Background: an optimization exercise with open tools, aiming at small area, a short achievable clock period and few clock cycles per item. Do not read the settings as production practice. Where RTL was checked, it was by simulation tests only, not by an equivalence proof against the original. For run 1, only the layout was checked, not whether the RTL still works. Power figures rest on the tool's default switching activity, not on a simulated workload.

**design.v**
```verilog
module sampledec(received,clk,start,ctrl,corrected,decodedOp,nerr,done);
  input [14:0] received; input clk; input start; input ctrl;
  output [7:0] corrected; output [1:0] nerr; output [14:0] decodedOp; output done;
  reg done_q, ctrl_q;
  always @(posedge clk) begin ctrl_q <= ctrl; if (start) done_q <= 1'b1; end
  assign done = done_q;
  wire t_1; bx2 u_t_1(.a(received[1]),.b(received[2]),.y(t_1));
  wire t_2; bx2 u_t_2(.a(received[3]),.b(received[4]),.y(t_2));
  wire t_3; bx2 u_t_3(.a(received[6]),.b(received[8]),.y(t_3));
  wire t_4; bx2 u_t_4(.a(received[9]),.b(received[12]),.y(t_4));
  wire t_5; bx2 u_t_5(.a(t_1),.b(t_2),.y(t_5));
  wire t_6; bx2 u_t_6(.a(t_3),.b(t_4),.y(t_6));
  wire x0; bx2 u_x0(.a(t_5),.b(t_6),.y(x0));
  wire t_7; bx2 u_t_7(.a(received[2]),.b(received[3]),.y(t_7));
  wire t_8; bx2 u_t_8(.a(received[4]),.b(received[5]),.y(t_8));
  wire t_9; bx2 u_t_9(.a(received[7]),.b(received[9]),.y(t_9));
  wire t_10; bx2 u_t_10(.a(received[10]),.b(received[13]),.y(t_10));
  wire t_11; bx2 u_t_11(.a(t_7),.b(t_8),.y(t_11));
  wire t_12; bx2 u_t_12(.a(t_9),.b(t_10),.y(t_12));
  wire x1; bx2 u_x1(.a(t_11),.b(t_12),.y(x1));
  wire t_13; bx2 u_t_13(.a(received[3]),.b(received[4]),.y(t_13));
  wire t_14; bx2 u_t_14(.a(received[5]),.b(received[6]),.y(t_14));
  wire t_15; bx2 u_t_15(.a(received[8]),.b(received[10]),.y(t_15));
  wire t_16; bx2 u_t_16(.a(received[11]),.b(received[14]),.y(t_16));
  wire t_17; bx2 u_t_17(.a(t_13),.b(t_14),.y(t_17));
  wire t_18; bx2 u_t_18(.a(t_15),.b(t_16),.y(t_18));
  wire x2; bx2 u_x2(.a(t_17),.b(t_18),.y(x2));
  wire t_19; bx2 u_t_19(.a(received[0]),.b(received[4]),.y(t_19));
  wire t_20; bx2 u_t_20(.a(received[5]),.b(received[6]),.y(t_20));
  wire t_21; bx2 u_t_21(.a(received[7]),.b(received[9]),.y(t_21));
  wire t_22; bx2 u_t_22(.a(received[11]),.b(received[12]),.y(t_22));
  wire t_23; bx2 u_t_23(.a(t_19),.b(t_20),.y(t_23));
  wire t_24; bx2 u_t_24(.a(t_21),.b(t_22),.y(t_24));
  wire x3; bx2 u_x3(.a(t_23),.b(t_24),.y(x3));
  wire t_25; bx2 u_t_25(.a(received[0]),.b(received[5]),.y(t_25));
  wire u0; bx2 u_u0(.a(t_25),.b(received[10]),.y(u0));
  wire t_26; bx2 u_t_26(.a(received[1]),.b(received[6]),.y(t_26));
  wire u1; bx2 u_u1(.a(t_26),.b(received[11]),.y(u1));
  wire t_27; bx2 u_t_27(.a(received[2]),.b(received[7]),.y(t_27));
  wire u2; bx2 u_u2(.a(t_27),.b(received[12]),.y(u2));
  wire t_28; bx2 u_t_28(.a(received[3]),.b(received[8]),.y(t_28));
  wire u3; bx2 u_u3(.a(t_28),.b(received[13]),.y(u3));
  wire t_29; bx2 u_t_29(.a(received[4]),.b(received[9]),.y(t_29));
  wire u4; bx2 u_u4(.a(t_29),.b(received[14]),.y(u4));
  wire t_30; bx2 u_t_30(.a(u0),.b(u1),.y(t_30));
  wire t_31; bx2 u_t_31(.a(u2),.b(u3),.y(t_31));
  wire t_32; bx2 u_t_32(.a(u3),.b(u4),.y(t_32));
  wire t_33; bx2 u_t_33(.a(u1),.b(u2),.y(t_33));
  wire t_34; bx2 u_t_34(.a(u0),.b(u4),.y(t_34));
  wire w0; bx2 u_w0(.a(t_33),.b(t_32),.y(w0));
  wire w1; bx2 u_w1(.a(t_34),.b(t_31),.y(w1));
  wire w2; bx2 u_w2(.a(t_30),.b(t_32),.y(w2));
  wire w3; bx2 u_w3(.a(t_33),.b(t_34),.y(w3));
  wire w4; bx2 u_w4(.a(t_30),.b(t_31),.y(w4));
  wire [4:0] cc; bcube u_cube(.x({x3,x2,x1,x0}), .u({u4,u3,u2,u1,u0}), .c(cc));
  wire y0; bx2 u_y0(.a(w0),.b(cc[0]),.y(y0));
  wire y1; bx2 u_y1(.a(w1),.b(cc[1]),.y(y1));
  wire y2; bx2 u_y2(.a(w2),.b(cc[2]),.y(y2));
  wire y3; bx2 u_y3(.a(w3),.b(cc[3]),.y(y3));
  wire y4; bx2 u_y4(.a(w4),.b(cc[4]),.y(y4));
  reg [14:0] r; reg [3:0] xq; reg [4:0] yq;
  always @(posedge clk) if (start) r[0] <= received[0];
  always @(posedge clk) if (start) r[1] <= received[1];
  always @(posedge clk) if (start) r[2] <= received[2];
  always @(posedge clk) if (start) r[3] <= received[3];
  always @(posedge clk) if (start) r[4] <= received[4];
  always @(posedge clk) if (start) r[5] <= received[5];
  always @(posedge clk) if (start) r[6] <= received[6];
  always @(posedge clk) if (start) r[7] <= received[7];
  always @(posedge clk) if (start) r[8] <= received[8];
  always @(posedge clk) if (start) r[9] <= received[9];
  always @(posedge clk) if (start) r[10] <= received[10];
  always @(posedge clk) if (start) r[11] <= received[11];
  always @(posedge clk) if (start) r[12] <= received[12];
  always @(posedge clk) if (start) r[13] <= received[13];
  always @(posedge clk) if (start) r[14] <= received[14];
  always @(posedge clk) if (start) xq[0] <= x0;
  always @(posedge clk) if (start) xq[1] <= x1;
  always @(posedge clk) if (start) xq[2] <= x2;
  always @(posedge clk) if (start) xq[3] <= x3;
  always @(posedge clk) if (start) yq[0] <= y0;
  always @(posedge clk) if (start) yq[1] <= y1;
  always @(posedge clk) if (start) yq[2] <= y2;
  always @(posedge clk) if (start) yq[3] <= y3;
  always @(posedge clk) if (start) yq[4] <= y4;
  wire f0; bx2 u_f0(.a(xq[0]),.b(yq[0]),.y(f0));
  wire f1; bx2 u_f1(.a(xq[1]),.b(yq[1]),.y(f1));
  wire f2; bx2 u_f2(.a(xq[2]),.b(yq[2]),.y(f2));
  wire f3; bx2 u_f3(.a(xq[3]),.b(yq[3]),.y(f3));
  wire t_35; bx2 u_t_35(.a(xq[0]),.b(xq[1]),.y(t_35));
  wire f4; bx2 u_f4(.a(t_35),.b(yq[4]),.y(f4));
  wire t_36; bx2 u_t_36(.a(xq[1]),.b(xq[2]),.y(t_36));
  wire f5; bx2 u_f5(.a(t_36),.b(yq[0]),.y(f5));
  wire t_37; bx2 u_t_37(.a(xq[2]),.b(xq[3]),.y(t_37));
  wire f6; bx2 u_f6(.a(t_37),.b(yq[1]),.y(f6));
  wire t_38; bx2 u_t_38(.a(xq[3]),.b(yq[2]),.y(t_38));
  wire f7; bx2 u_f7(.a(t_35),.b(t_38),.y(f7));
  wire t_39; bx2 u_t_39(.a(xq[0]),.b(xq[2]),.y(t_39));
  wire f8; bx2 u_f8(.a(t_39),.b(yq[3]),.y(f8));
  wire t_40; bx2 u_t_40(.a(xq[1]),.b(xq[3]),.y(t_40));
  wire f9; bx2 u_f9(.a(t_40),.b(yq[4]),.y(f9));
  wire t_41; bx2 u_t_41(.a(xq[2]),.b(yq[0]),.y(t_41));
  wire f10; bx2 u_f10(.a(t_35),.b(t_41),.y(f10));
  wire t_42; bx2 u_t_42(.a(xq[3]),.b(yq[1]),.y(t_42));
  wire f11; bx2 u_f11(.a(t_36),.b(t_42),.y(f11));
  wire t_43; bx2 u_t_43(.a(t_37),.b(yq[2]),.y(t_43));
  wire f12; bx2 u_f12(.a(t_35),.b(t_43),.y(f12));
  wire t_44; bx2 u_t_44(.a(xq[3]),.b(yq[3]),.y(t_44));
  wire f13; bx2 u_f13(.a(t_39),.b(t_44),.y(f13));
  wire t_45; bx2 u_t_45(.a(xq[0]),.b(xq[3]),.y(t_45));
  wire f14; bx2 u_f14(.a(t_45),.b(yq[4]),.y(f14));
  wire fl0; bnor4 u_fl0(.a(f8),.b(f4),.c(f2),.d(f1),.y(fl0));
  wire fl1; bnor4 u_fl1(.a(f9),.b(f5),.c(f3),.d(f2),.y(fl1));
  wire fl2; bnor4 u_fl2(.a(f10),.b(f6),.c(f4),.d(f3),.y(fl2));
  wire fl3; bnor4 u_fl3(.a(f11),.b(f7),.c(f5),.d(f4),.y(fl3));
  wire fl4; bnor4 u_fl4(.a(f12),.b(f8),.c(f6),.d(f5),.y(fl4));
  wire fl5; bnor4 u_fl5(.a(f13),.b(f9),.c(f7),.d(f6),.y(fl5));
  wire fl6; bnor4 u_fl6(.a(f14),.b(f10),.c(f8),.d(f7),.y(fl6));
  wire fl7; bnor4 u_fl7(.a(f0),.b(f11),.c(f9),.d(f8),.y(fl7));
  wire fl8; bnor4 u_fl8(.a(f1),.b(f12),.c(f10),.d(f9),.y(fl8));
  wire fl9; bnor4 u_fl9(.a(f2),.b(f13),.c(f11),.d(f10),.y(fl9));
  wire fl10; bnor4 u_fl10(.a(f3),.b(f14),.c(f12),.d(f11),.y(fl10));
  wire fl11; bnor4 u_fl11(.a(f4),.b(f0),.c(f13),.d(f12),.y(fl11));
  wire fl12; bnor4 u_fl12(.a(f5),.b(f1),.c(f14),.d(f13),.y(fl12));
  wire fl13; bnor4 u_fl13(.a(f6),.b(f2),.c(f0),.d(f14),.y(fl13));
  wire fl14; bnor4 u_fl14(.a(f7),.b(f3),.c(f1),.d(f0),.y(fl14));
  wire d0; bx2 u_d0(.a(r[0]),.b(fl0),.y(d0));
  wire d1; bx2 u_d1(.a(r[1]),.b(fl1),.y(d1));
  wire d2; bx2 u_d2(.a(r[2]),.b(fl2),.y(d2));
  wire d3; bx2 u_d3(.a(r[3]),.b(fl3),.y(d3));
  wire d4; bx2 u_d4(.a(r[4]),.b(fl4),.y(d4));
  wire d5; bx2 u_d5(.a(r[5]),.b(fl5),.y(d5));
  wire d6; bx2 u_d6(.a(r[6]),.b(fl6),.y(d6));
  wire d7; bx2 u_d7(.a(r[7]),.b(fl7),.y(d7));
  wire d8; bx2 u_d8(.a(r[8]),.b(fl8),.y(d8));
  wire d9; bx2 u_d9(.a(r[9]),.b(fl9),.y(d9));
  wire d10; bx2 u_d10(.a(r[10]),.b(fl10),.y(d10));
  wire d11; bx2 u_d11(.a(r[11]),.b(fl11),.y(d11));
  wire d12; bx2 u_d12(.a(r[12]),.b(fl12),.y(d12));
  wire d13; bx2 u_d13(.a(r[13]),.b(fl13),.y(d13));
  wire d14; bx2 u_d14(.a(r[14]),.b(fl14),.y(d14));
  assign decodedOp = {d14, d13, d12, d11, d10, d9, d8, d7, d6, d5, d4, d3, d2, d1, d0};
  wire n0; bnor4 u_n0(.a(yq[0]),.b(yq[1]),.c(yq[2]),.d(yq[3]),.y(n0));
  wire n1; bn1 u_n1(.f({fl14, fl13, fl12, fl11, fl10, fl9, fl8, fl7, fl6, fl5, fl4, fl3, fl2, fl1, fl0}),.n0(n0),.y(n1));
  assign nerr = {n1, n0};
  wire co0; bmux u_co0(.s(ctrl_q),.a(d0),.b(d7),.y(co0));
  wire co1; bmux u_co1(.s(ctrl_q),.a(d1),.b(d8),.y(co1));
  wire co2; bmux u_co2(.s(ctrl_q),.a(d2),.b(d9),.y(co2));
  wire co3; bmux u_co3(.s(ctrl_q),.a(d3),.b(d10),.y(co3));
  wire co4; bmux u_co4(.s(ctrl_q),.a(d4),.b(d11),.y(co4));
  wire co5; bmux u_co5(.s(ctrl_q),.a(d5),.b(d12),.y(co5));
  wire co6; bmux u_co6(.s(ctrl_q),.a(d6),.b(d13),.y(co6));
  assign corrected = {decodedOp[14] & ctrl_q, co6, co5, co4, co3, co2, co1, co0};
endmodule
module bx2(input a, input b, output y); assign y = a ^ b; endmodule
module bnor4(input a, input b, input c, input d, output y); assign y = ~(a|b|c|d); endmodule
module bmux(input s, input a, input b, output y); assign y = s ? b : a; endmodule
module bn1(input [14:0] f, input n0, output y); assign y = (|f) & ~n0; endmodule
module bcube(input [3:0] x, input [4:0] u, output reg [4:0] c);
  wire z = (x == 4'd0) & ((u == 5'd0) | (u == 5'd31));
  reg [4:0] t;
  always @(*) begin case (x)
    4'd0: t = 5'd0;
    4'd1: t = 5'd29;
    4'd2: t = 5'd23;
    4'd3: t = 5'd27;
    4'd4: t = 5'd15;
    4'd5: t = 5'd23;
    4'd6: t = 5'd30;
    4'd7: t = 5'd23;
    4'd8: t = 5'd30;
    4'd9: t = 5'd27;
    4'd10: t = 5'd27;
    4'd11: t = 5'd15;
    4'd12: t = 5'd29;
    4'd13: t = 5'd29;
    4'd14: t = 5'd30;
    4'd15: t = 5'd15;
  endcase
  c = t | {3'b000, z, z};
  end
endmodule
```
**flow/run.sh**
```bash
#!/bin/bash
# The standard layout (standard.sh), with every port buffered by a fixed cell type.
export BUFFER_PORTS_ARGS="-buffer_cell sky130_fd_sc_hd__buf_2"
bash standard.sh > standard.log 2>&1
```
**standard.sh**
```bash
#!/bin/bash
# synth_recipe.tcl (not shown) runs the flow's synth.tcl, then flattens the netlist and writes it again
# the make line also repeats each setting of config.mk as NAME=value (left out here)
make -C /OpenROAD-flow-scripts/flow DESIGN_CONFIG=/design/flow/config.mk WORK_HOME=/design/flow/orfs CLKGATE_MAP_FILE= SYNTH_SCRIPT=/design/flow/synth_recipe.tcl "${@:-finish}"
```
**config.mk**
```make
export PLATFORM = sky130hd
export DESIGN_NAME = sampledec
export DESIGN_NICKNAME = sampledec
export VERILOG_FILES = /design/flow/design.v
export SDC_FILE = /design/flow/constraint.sdc
export NUM_CORES = 4
export LEC_CHECK = 0
export CAP_MARGIN = 20
export CORE_MARGIN = 2
export CORE_UTILIZATION = 40
export SLEW_MARGIN = 20
export SYNTH_HIERARCHICAL = 1
```
**constraint.sdc**
```tcl
create_clock -name core_clock -period 7.0 [get_ports {clk}]
set_input_delay 1.4000 -clock core_clock [delete_from_list [all_inputs] [get_ports {clk}]]
set_output_delay 1.4000 -clock core_clock [all_outputs]
set_load 0.01 [all_outputs]
```
==> flow_summary_export.csv, run 1 <==
group,metric,value,unit
power,pwr-share-seq,0.227,
clock_tree,post_cts_buffers,0,
yosys,ys_warn_count,8,
detailed_routing,drc,0,
power,intPower,552,uW
detailed_routing,first_pass_iters,4,
sta,min_period,3.99,ns
sta,max_freq,251,MHz
hold_path,holdCritStartpoint,"ctrl",
floorplanning,start_util,0.413,
finish,fill_cells,532,
floorplanning,die-width,79.4,microns
grt,overflow,0,
power,p_comb_frac,0.701,
yosys,synth.ff_latch_count,25,
detailed_routing,vias,1390,
worst_setup_path,crit_path_end_kind,"output port",
grt,track_usage,0.141,
worst_setup_path,cp_data_arrival_time,2.59,ns
grt,antenna_found_initial,0,
finish,final_common_cell,"xor2_1",
sta,tns,0,ns
yosys,synth_fa_ha_area_frac,0.0220,
grt,grt_max_degree,25,
yosys,synth_compound_area_frac,0.0143,
detailed_routing,postRouteAntennaNets,0,
floorplanning,core_area,0.00551,sq mm
finish,n_antenna_cell,0,
grt,grt_pass1_vias,1366,
yosys,seq_area_frac_synth,0.326,
power,net-switching-power,559,uW
hold_path,whs_path_depth,1,
yosys,synth_cell_type_count,24,
detailed_routing,routed-wl-met3,157,microns
clock_tree,clockBufferDepth,2,
finish,synthToLayoutAreaGrowth,6.99,%
finish,final_cell_mix,"94 x xor2_1, 42 x buf_2, 24 x edfxtp_1",
place,place.gp.congestion,0.872,
detailed_routing,initialDrtViolationCount,78,
power,switching_share,0.503,
finish,drive_gt1_frac,0.330,
worst_setup_path,required,5.60,ns
place,post-place-ws,3.30,ns
yosys,synth_area_leaders,"xor2_1 36%, edfxtp_1 32%, nor4_2 9.4%",
clock_tree,root_buffer,"clkbuf_8",
sta,setup-violations-final,0,
place,dp_hpwl,3660,microns
detailed_routing,detail_route.wl_per_cell,15.1,microns
detailed_routing,top_layer_used,"met4",
grt,grt_pass1_wl,6870,microns
job,maxCapViolCount,0,
worst_setup_path,start_kind,"flip-flop",
yosys,synth_ff_type,"edfxtp_1",
yosys,synthesis.area,0.00227,sq mm
sta,timing.final.ws_setup,3.01,ns
hold_path,min_to,"ctrl_q$_DFF_P_",
floorplanning,fp.dieH,79.4,microns
yosys,synth_nets,219,
sta,hold_slack,1.24,ns
detailed_routing,wl_met1,2010,microns
power,leakagePower,0.00103,uW
yosys,synthMuxAreaShare,0.0551,
yosys,synth-xor-area-share,0.366,
worst_setup_path,worstPathMaxFanout,7,
yosys,synth-edff-count,24,
yosys,synth_top_area_frac,0.362,
power,ir_drop,162,uV
place,port_buffers,42,
floorplanning,row_count,27,
detailed_routing,routed_wirelength,4370,microns
run_status,status,"timing/DRC/antenna clean",
finish,final_nets,241,
sta,hold_viol,0,
yosys,synth_top_family_by_area,"XOR/XNOR gates",
clock_tree,cts.clk_slew.worst_paths,0.08,ns
detailed_routing,wl_met2,2180,microns
yosys,synth_simple_gate_area_frac,0.129,
worst_setup_path,critPathKind,"reg2out",
finish,final_util,0.441,
sta,max_slew_margin,0.587,
sta,period_share,0.569,
clock_tree,cts_buffers,3,
sta,rsz0062_at_grt,"false",
clock_tree,cts_resized,0,
clock_tree,cts_tree,"yes",
floorplanning,dieArea,0.00630,sq mm
yosys,yosysTopAreaCell,"xor2_1",
clock_tree,htreeDepth,1,
power,pwr-share-clk,0.072,
yosys,synth.avg_cell_area,11.5,sq um
yosys,async_reset_ff_frac,0,
detailed_routing,vias_per_cell,4.79,
clock_tree,hold_buffers,0,
sta,drv_slew,0,
power,p_per_area,457,mW/mm^2
hold_path,hp-class,"in2reg",
floorplanning,pin_count,44,
sta,tightest_slew,0.618,ns
clock_tree,cts.sinks,25,
yosys,synth_cells,197,
power,total_power,1110,uW
==> stage by stage <==
step                      instances  instance area [sq um]
after global routing            290                   2430
after detailed placement        286                   2380
after global placement          286                   2380
final                           290                   2430
after CTS                       290                   2430
after floorplan                 197                   2270
==> routing by layer <==
layer  track usage  vias to the layer above
met3        0.0170                        4
met1         0.192                      660
met2         0.231                       34
met5             0                        -
met4        0.0534                        0
li1              -                      692
==> per-module statistics from Yosys, one instance, submodules excluded <==
module	copies in the design	area, sq um
bcube	1	173
bmux	7	15.0
bnor4	16	12.5
bx2	94	8.76
bn1	1	32.5
sampledec	1	938
==> state kept, by name (all words and copies together), names as in the netlist <==
name    count
r          15
ctrl_q      1
xq          4
yq          5
==> worst max path at each step <==
stage          slack, ns  depth (start not counted)       startpoint            to
2_1_floorplan       3.56                          7  xq[3]$_DFFE_PP_  corrected[4]
3_3_place_gp        3.25                          7  xq[3]$_DFFE_PP_       nerr[1]
3_5_place_dp        3.30                          7  xq[3]$_DFFE_PP_       nerr[1]
4_1_cts             3.00                          7  xq[3]$_DFFE_PP_       nerr[1]
5_1_grt             2.85                          7  xq[3]$_DFFE_PP_       nerr[1]
6_report            3.01                          7  xq[3]$_DFFE_PP_       nerr[1]
==> cell type report <==
class                   instances  area [sq um]  share of cell area
clock buffers                   3          41.3              0.0170
clock inverters                 1          5.00             0.00206
inverters                       2          7.51             0.00309
multi-input cells             145          1340               0.550
flip-flops and latches         25           741               0.305
well taps                      72          90.1              0.0371
repair buffers                 42           210              0.0865
==> logic make-up after synthesis <==
group	count (synthesis)
AOI/OAI and AO/OA	5
xor gates and xnor gates	95
adders and majority gates	4
buffers and inverters	27
DFF	25
muxes	9
other	1
and+or+nand+nor	31
==> synthesized netlist by cell type (all sizes together), types with 2 or more instances <==
library cell  count
nor4             20
mux2i             2
nor2              2
a21oi             2
edfxtp           24
mux2              7
nand2             2
ha                4
buf              25
xor2             94
inv               2
nand2b            2
or2               2
==> power by group through the flow <==
stage	logic, uW	clock network [uW]	registers [uW]
after global placement	786	0	257
after global routing	845	87.8	258
final	779	79.8	253
after floorplan	704	0	247
after detailed placement	781	0	256
after CTS	783	82.7	253
==> worst max-delay path, cell delays in order, from the launching register on <==
cell and delay (ns):
edfxtp_1 0.55, xor2_1 0.31, xor2_1 0.22, xor2_1 0.46, nor4_2 0.13, nor4_1 0.34
a41oi_1 0.16, buf_2 0.16
==> run 2: changes to the inputs <==
--- a/design.v
+++ b/design.v
@@ -53,10 +53,23 @@
   wire w3; bx2 u_w3(.a(t_33),.b(t_34),.y(w3));
   wire w4; bx2 u_w4(.a(t_30),.b(t_31),.y(w4));
-  wire [4:0] cc; bcube u_cube(.x({x3,x2,x1,x0}), .u({u4,u3,u2,u1,u0}), .c(cc));
-  wire y0; bx2 u_y0(.a(w0),.b(cc[0]),.y(y0));
-  wire y1; bx2 u_y1(.a(w1),.b(cc[1]),.y(y1));
-  wire y2; bx2 u_y2(.a(w2),.b(cc[2]),.y(y2));
-  wire y3; bx2 u_y3(.a(w3),.b(cc[3]),.y(y3));
-  wire y4; bx2 u_y4(.a(w4),.b(cc[4]),.y(y4));
+  wire xi4; bx2 u_xi4(.a(x0),.b(x1),.y(xi4));
+  wire xi5; bx2 u_xi5(.a(x1),.b(x2),.y(xi5));
+  wire xi6; bx2 u_xi6(.a(x2),.b(x3),.y(xi6));
+  wire xi8; bx2 u_xi8(.a(x0),.b(x2),.y(xi8));
+  wire xi9; bx2 u_xi9(.a(x1),.b(x3),.y(xi9));
+  wire xi7; bx2 u_xi7(.a(x0),.b(xi9),.y(xi7));
+  wire s1z = ~(x0|x1|x2|x3);
+  wire s3z = (u0==u1) & (u1==u2) & (u2==u3) & (u3==u4);
+  wire zz = s1z & s3z;
+  wire cc0 = x0 | xi5 | zz;
+  wire cc1 = x1 | xi6 | zz;
+  wire cc2 = x2 | xi7;
+  wire cc3 = x3 | xi8;
+  wire cc4 = xi4 | xi9;
+  wire y0; bx2 u_y0(.a(w0),.b(cc0),.y(y0));
+  wire y1; bx2 u_y1(.a(w1),.b(cc1),.y(y1));
+  wire y2; bx2 u_y2(.a(w2),.b(cc2),.y(y2));
+  wire y3; bx2 u_y3(.a(w3),.b(cc3),.y(y3));
+  wire y4; bx2 u_y4(.a(w4),.b(cc4),.y(y4));
   reg [14:0] r; reg [3:0] xq; reg [4:0] yq;
   always @(posedge clk) if (start) r[0] <= received[0];
@@ -157,26 +170,2 @@
 module bmux(input s, input a, input b, output y); assign y = s ? b : a; endmodule
 module bn1(input [14:0] f, input n0, output y); assign y = (|f) & ~n0; endmodule
-module bcube(input [3:0] x, input [4:0] u, output reg [4:0] c);
-  wire z = (x == 4'd0) & ((u == 5'd0) | (u == 5'd31));
-  reg [4:0] t;
-  always @(*) begin case (x)
-    4'd0: t = 5'd0;
-    4'd1: t = 5'd29;
-    4'd2: t = 5'd23;
-    4'd3: t = 5'd27;
-    4'd4: t = 5'd15;
-    4'd5: t = 5'd23;
-    4'd6: t = 5'd30;
-    4'd7: t = 5'd23;
-    4'd8: t = 5'd30;
-    4'd9: t = 5'd27;
-    4'd10: t = 5'd27;
-    4'd11: t = 5'd15;
-    4'd12: t = 5'd29;
-    4'd13: t = 5'd29;
-    4'd14: t = 5'd30;
-    4'd15: t = 5'd15;
-  endcase
-  c = t | {3'b000, z, z};
-  end
-endmodule
==> run.sh (new file) <==
#!/bin/bash
# synth_recipe.tcl (not shown) runs the flow's synth.tcl, then flattens the netlist and writes it again
# the make line also repeats each setting of config.mk as NAME=value (left out here)
make -C /OpenROAD-flow-scripts/flow DESIGN_CONFIG=/design/flow/config.mk WORK_HOME=/design/flow/orfs CLKGATE_MAP_FILE= SYNTH_SCRIPT=/design/flow/synth_recipe.tcl finish
removed: flow/run.sh
removed: standard.sh
==> flow_summary_export.csv, run 2 <==
group,metric,value,unit
floorplanning,row_count,27,
job,maxCapViolCount,0,
grt,grt_pass1_wl,7490,microns
clock_tree,cts_buffers,3,
power,p_per_area,467,mW/mm^2
yosys,synth.avg_cell_area,11.7,sq um
yosys,yosys-top-cells-count,"100 x xor2_1, 25 x buf_4, 24 x edfxtp_1",
yosys,synth_nets,211,
grt,antenna_found_initial,0,
detailed_routing,top_layer_used,"met4",
detailed_routing,wl_met1,1910,microns
yosys,ys_warn_count,7,
detailed_routing,initialDrtViolationCount,35,
power,ir_drop,188,uV
sta,setup-violations-final,0,
run_status,status,"timing/DRC/antenna clean",
clock_tree,root_buffer,"clkbuf_8",
detailed_routing,routed_wirelength,4520,microns
floorplanning,dieArea,0.00624,sq mm
yosys,synth.ff_latch_count,25,
sta,max_slew_margin,0.309,
place,dp_hpwl,3860,microns
grt,overflow,0,
place,post-place-cells,282,
clock_tree,cts_resized,0,
hold_path,whs_path_depth,1,
finish,n_antenna_cell,0,
detailed_routing,routed-wl-met3,169,microns
hold_path,min_to,"ctrl_q$_DFF_P_",
worst_setup_path,critPathKind,"reg2out",
finish,synthToLayoutAreaGrowth,16.5,%
finish,drive_gt1_frac,0.150,
sta,period_share,0.621,
yosys,synth_top_area_frac,0.389,
power,leakagePower,0.000987,uW
sta,hold_viol,0,
finish,reg_top3,"r x15, yq x5, xq x4",
finish,final_nets,233,
yosys,synth_most_common_cell,"xor2_1",
yosys,seq_area_frac_synth,0.329,
yosys,synth-edff-count,24,
floorplanning,die-width,79.0,microns
grt,grt_pass1_vias,1525,
clock_tree,hold_buffers,0,
detailed_routing,first_pass_iters,4,
clock_tree,clockBufferDepth,2,
detailed_routing,vias,1422,
sta,hold_slack,1.57,ns
clock_tree,htreeDepth,1,
yosys,async_reset_ff_frac,0,
detailed_routing,detail_route.wl_per_cell,15.8,microns
place,place.gp.congestion,0.845,
yosys,synth_area_leaders,"xor2_1 39%, edfxtp_1 32%, nor4_2 8.9%",
clock_tree,post_cts_buffers,0,
finish,final_cell_mix,"100 x xor2_1, 42 x clkdlybuf4s50_1, 24 x edfxtp_1",
yosys,synth_cells,193,
sta,tightest_slew,1.03,ns
finish,largest_register_ffs,15,
clock_tree,cts.clk_slew.worst_paths,0.09,ns
worst_setup_path,cp_data_arrival_time,2.95,ns
detailed_routing,wl_met2,2290,microns
detailed_routing,postRouteAntennaNets,0,
hold_path,hp-class,"in2reg",
sta,tns,0,ns
floorplanning,pin_count,44,
sta,rsz0062_at_grt,"false",
detailed_routing,drc,0,
clock_tree,cts_tree,"yes",
sta,min_period,4.35,ns
grt,track_usage,0.153,
worst_setup_path,crit_path_end_kind,"output port",
clock_tree,cts.sinks,25,
floorplanning,start_util,0.411,
finish,final_common_cell,"xor2_1",
floorplanning,fp.dieH,79.0,microns
finish,final_util,0.479,
yosys,synthesis.area,0.00225,sq mm
floorplanning,core_area,0.00547,sq mm
worst_setup_path,worstPathMaxFanout,7,
finish,layout.cells.non_filler,286,
yosys,synth_ff_type,"edfxtp_1",
grt,grt_max_degree,25,
detailed_routing,vias_per_cell,4.97,
yosys,yosysTopAreaCell,"xor2_1",
sta,drv_slew,0,
place,port_buffers,42,
hold_path,holdCritStartpoint,"ctrl",
worst_setup_path,required,5.60,ns
yosys,synth_cell_type_count,18,
finish,top_register,"r",
sta,max_freq,230,MHz
worst_setup_path,start_kind,"flip-flop",
[run 2: how the worst max path moves through the flow]
stage | end | from | depth (start not counted) | slack (ns)
after floorplan | corrected[4] | xq[3]$_DFFE_PP_ | 7 | 3.56
after global placement | yq[2]$_DFFE_PP_ | received[4] | 8 | 2.89
after detailed placement | yq[2]$_DFFE_PP_ | received[3] | 8 | 2.83
after CTS | corrected[4] | xq[3]$_DFFE_PP_ | 7 | 2.63
after global routing | nerr[1] | xq[3]$_DFFE_PP_ | 7 | 2.51
final | corrected[4] | xq[3]$_DFFE_PP_ | 7 | 2.65
[run 2: critical path, stage by stage (launching register included)]
cell and delay (ns):
edfxtp_1 0.55, xor2_1 0.31, xor2_1 0.19, xor2_1 0.18
nor4_2 0.49, xor2_1 0.25, mux2_4 0.18, clkdlybuf4s50_1 0.53
[run 2: Yosys stat by module (local to each module, per instance)]
module     times used  flops+latches  cells  area [sq um]
bmux                7              0      1          15.0
sampledec           1             25     65          1040
bn1                 1              0      5          32.5
bx2               100              0      1          8.76
bnor4              16              0      1          12.5
[run 2: cell families (layout without fill, tap and decap cells)]
| family | after synthesis | in the layout | synth area share |
|---|---|---|---|
| other | 1 | 1 | 0.00167 |
| AOI/OAI and AO/OA | 3 | 3 | 0.0117 |
| DFF | 25 | 25 | 0.329 |
| and+or+nand+nor | 32 | 32 | 0.138 |
| buffers and inverters | 25 | 46 | 0.0834 |
| xor gates and xnor gates | 100 | 100 | 0.389 |
| muxes | 7 | 7 | 0.0467 |
[run 2: layer usage]
| layer | track usage | up-vias |
|---|---|---|
| li1 | - | 690 |
| met1 | 0.187 | 667 |
| met2 | 0.269 | 52 |
| met3 | 0.0136 | 13 |
| met4 | 0.0793 | 0 |
| met5 | 0 | - |
[run 2: power by group]
part | internal, uW | switching, uW | total (uW)
Sequential | 211 | 43.6 | 255
Clock | 40.2 | 43.6 | 83.8
Combinational | 408 | 479 | 886
[run 2: area by class of cell]
class / count / area [sq um]
Tap cell: 72 / 90.1
Clock inverter: 1 / 7.51
Sequential cell: 25 / 741
Multi-Input combinational cell: 143 / 1320
Clock buffer: 3 / 41.3
Timing Repair Buffer: 42 / 420
Fill cell: 516 / 2850
[run 2: metrics by stage]
step / setup WS (ns) / total power [uW] / area (sq um)
after floorplan: 3.56 / 955 / 2250
after global placement: 2.89 / 1130 / 2570
after detailed placement: 2.83 / 1150 / 2570
after CTS: 2.63 / 1240 / 2620
after global routing: 2.51 / 1300 / 2620
final: 2.65 / 1230 / 2620
Testbench counts of run 2, summed over its fixed seeds: cycles 4,000, items 4,000.
==> run 3: changes to the inputs <==
==> flow/run.sh (new file) <==
#!/bin/bash
# The standard layout (standard.sh) with: every port buffered by one fixed cell type,
# power recovery (downsizing of non-critical cells) after global routing, and optional
# extra ORFS settings. Each tool's output goes to standard.log in this folder.
export BUFFER_PORTS_ARGS="-buffer_cell sky130_fd_sc_hd__buf_2"
export RECOVER_POWER=100

bash standard.sh > standard.log 2>&1
==> standard.sh (new file) <==
#!/bin/bash
# synth_recipe.tcl (not shown) runs the flow's synth.tcl, then flattens the netlist and writes it again
# the make line also repeats each setting of config.mk as NAME=value (left out here)
make -C /OpenROAD-flow-scripts/flow DESIGN_CONFIG=/design/flow/config.mk WORK_HOME=/design/flow/orfs CLKGATE_MAP_FILE= SYNTH_SCRIPT=/design/flow/synth_recipe.tcl "${@:-finish}"
removed: run.sh
==> flow_summary_export.csv, run 3 <==
group,metric,value,unit
detailed_routing,initialDrtViolationCount,58,
detailed_routing,vias,1368,
sta,drv_slew,0,
yosys,synth-edff-count,24,
floorplanning,pin_count,44,
hold_path,hp-class,"in2reg",
sta,max_freq,245,MHz
place,port_buffers,42,
worst_setup_path,worstPathMaxFanout,7,
detailed_routing,vias_per_cell,4.78,
grt,overflow,0,
clock_tree,cts_buffers,3,
power,leakagePower,0.000908,uW
clock_tree,cts.clk_slew.worst_paths,0.08,ns
finish,n_antenna_cell,0,
worst_setup_path,critPathKind,"reg2out",
clock_tree,htreeDepth,1,
yosys,synthesis.area,0.00225,sq mm
finish,largest_register_ffs,15,
finish,final_common_cell,"xor2_1",
worst_setup_path,start_kind,"flip-flop",
worst_setup_path,crit_path_end_kind,"output port",
detailed_routing,postRouteAntennaNets,0,
place,post-place-ws,3.26,ns
grt,grt_max_degree,25,
clock_tree,cts_resized,0,
yosys,seq_area_frac_synth,0.329,
yosys,synth_cell_type_count,18,
place,place.gp.congestion,0.952,
yosys,synth_area_leaders,"xor2_1 39%, edfxtp_1 32%, nor4_2 8.9%",
grt,antenna_found_initial,0,
power,ir_drop,193,uV
sta,min_period,4.08,ns
sta,timing.final.ws_setup,2.92,ns
sta,tns,0,ns
sta,hold_viol,0,
finish,top_register,"r",
floorplanning,dieArea,0.00624,sq mm
yosys,synth_cells,193,
floorplanning,fp.dieH,79.0,microns
worst_setup_path,cp_data_arrival_time,2.68,ns
detailed_routing,drc,0,
yosys,synth.avg_cell_area,11.7,sq um
sta,hold_slack,1.24,ns
sta,max_slew_margin,0.187,
floorplanning,core_area,0.00547,sq mm
yosys,ys_warn_count,7,
detailed_routing,routed_wirelength,4220,microns
sta,setup-violations-final,0,
worst_setup_path,cpPeakStageDelay,0.58,ns
finish,reg_top3,"r x15, yq x5, xq x4",
grt,grt_pass1_wl,6820,microns
worst_setup_path,cp_common_cell,"xor2_1",
place,dp_hpwl,3510,microns
worst_setup_path,cp_slowest_cell,"nor4_1",
run_status,status,"timing/DRC/antenna clean",
grt,track_usage,0.141,
clock_tree,root_buffer,"clkbuf_8",
clock_tree,clockBufferDepth,2,
yosys,async_reset_ff_frac,0,
yosys,yosysTopAreaCell,"xor2_1",
finish,drive_gt1_frac,0.154,
floorplanning,die-width,79.0,microns
yosys,synth_nets,211,
detailed_routing,detail_route.wl_per_cell,14.8,microns
worst_setup_path,required,5.60,ns
yosys,yosys-top-cells-count,"100 x xor2_1, 25 x buf_4, 24 x edfxtp_1",
grt,grt_pass1_vias,1370,
sta,period_share,0.582,
detailed_routing,first_pass_iters,4,
yosys,synth_most_common_cell,"xor2_1",
yosys,synth_top_area_frac,0.389,
finish,synthToLayoutAreaGrowth,0.890,%
clock_tree,cts_tree,"yes",
power,p_per_area,445,mW/mm^2
finish,fill_cells,574,
job,maxCapViolCount,0,
worst_setup_path,worstPathCellList,"xor2_1 > xor2_1 > xor2_1 > nor4_1 > xor2_1 > mux2_1 > buf_2",
floorplanning,row_count,27,
yosys,synth.ff_latch_count,25,
sta,tightest_slew,1.22,ns
yosys,synth_ff_type,"edfxtp_1",
clock_tree,cts.sinks,25,
power,total_power,1010,uW
clock_tree,hold_buffers,0,
sta,rsz0062_at_grt,"false",
finish,final_cell_mix,"100 x xor2_1, 24 x edfxtp_1, 21 x clkbuf_1, 21 x buf_2, 18 x nor4_1",
finish,final_nets,233,
clock_tree,post_cts_buffers,0,
floorplanning,start_util,0.411,
-- run 3: report_power, final --
| part | total, uW | internal (uW) | switching, uW |
|---|---|---|---|
| clock network | 81.1 | 39.7 | 41.5 |
| registers | 252 | 211 | 40.8 |
| logic | 677 | 261 | 416 |
-- run 3: per-stage QoR --
stage | utilization | cells | cell area [sq um]
2_1_floorplan | - | 193 | 2250
3_3_place_gp | 0.432 | 282 | 2360
3_5_place_dp | 0.432 | 282 | 2360
4_1_cts | 0.440 | 286 | 2410
5_1_grt | 0.415 | 286 | 2270
6_report | 0.415 | 286 | 2270
-- run 3: path summary, 6_finish.rpt --
| kind | start | end | cells past startpoint |
|---|---|---|---|
| hold / removal | ctrl | ctrl_q$_DFF_P_ | 1 |
| setup / recovery | xq[3]$_DFFE_PP_ | corrected[1] | 7 |
-- run 3: worst max-delay path, delay by kind of cell, from the launching register on --
| kind | cells | cell delay, ns |
|---|---|---|
| and+or+nand+nor | 1 | 0.58 |
| muxes | 1 | 0.31 |
| buffers and inverters | 1 | 0.14 |
| xor gates and xnor gates | 4 | 0.83 |
| DFF | 1 | 0.56 |
-- run 3: cell type report --
class	instances	area, sq um	area share
Clock inverter	1	5.00	0.00221
Timing Repair Buffer	42	184	0.0810
Multi-Input combinational cell	143	1210	0.533
Sequential cell	25	741	0.326
Tap cell	72	90.1	0.0397
Clock buffer	3	41.3	0.0182
-- run 3: cells by family after synthesis --
family,after synthesis,share of synthesized area
AOI/OAI and AO/OA,3,0.0117
xor gates and xnor gates,100,0.389
buffers and inverters,25,0.0834
DFF,25,0.329
muxes,7,0.0467
other,1,0.00167
and+or+nand+nor,32,0.138
-- run 3: Yosys stat by module, one instance, submodules excluded --
| module | cells inside | flops+latches |
|---|---|---|
| sampledec | 65 | 25 |
| bmux | 1 | 0 |
| bn1 | 5 | 0 |
| bx2 | 1 | 0 |
| bnor4 | 1 | 0 |
-- run 3: routing by layer --
metal	vias to the layer above	wire (microns)	part of all wire	track usage
met2	40	1950	0.46	0.231
li1	691	-	-	-
met1	635	2070	0.49	0.194
met3	2	165	0.039	0.0114
met4	0	40	0.0095	0.0534
met5	-	0	0	0

[separate check: timing with driven ports]
How much do the figures lean on ideal ports? The routed layouts below were timed once more, with nothing changed but the port constraints.
Step 1, drivers: a clkbuf_16 drives clk and a buf_2 each remaining input, both assumed.
Step 2 times the ports against the registers' clock, not the clock port: input delays grow and output delays shrink by t, the midpoint of the rising clock arrivals with the driver on.
a / b / c = ideal ports / drivers / drivers and shift; a / b = the first two.
run	t (ns)	setup slack, ns	hold slack, ns	worst register clock-pin slew, ns
run 1	0.279	3.014 / 2.992 / 3.270	1.241 / 1.243 / 1.521	0.08 / 0.08
run 2	0.284	2.655 / 2.631 / 2.843	1.570 / 1.569 / 1.853	0.09 / 0.09
run 3	0.282	2.923 / 2.899 / 3.181	1.236 / 1.235 / 1.517	0.08 / 0.08
After both steps every run listed still meets setup and hold.
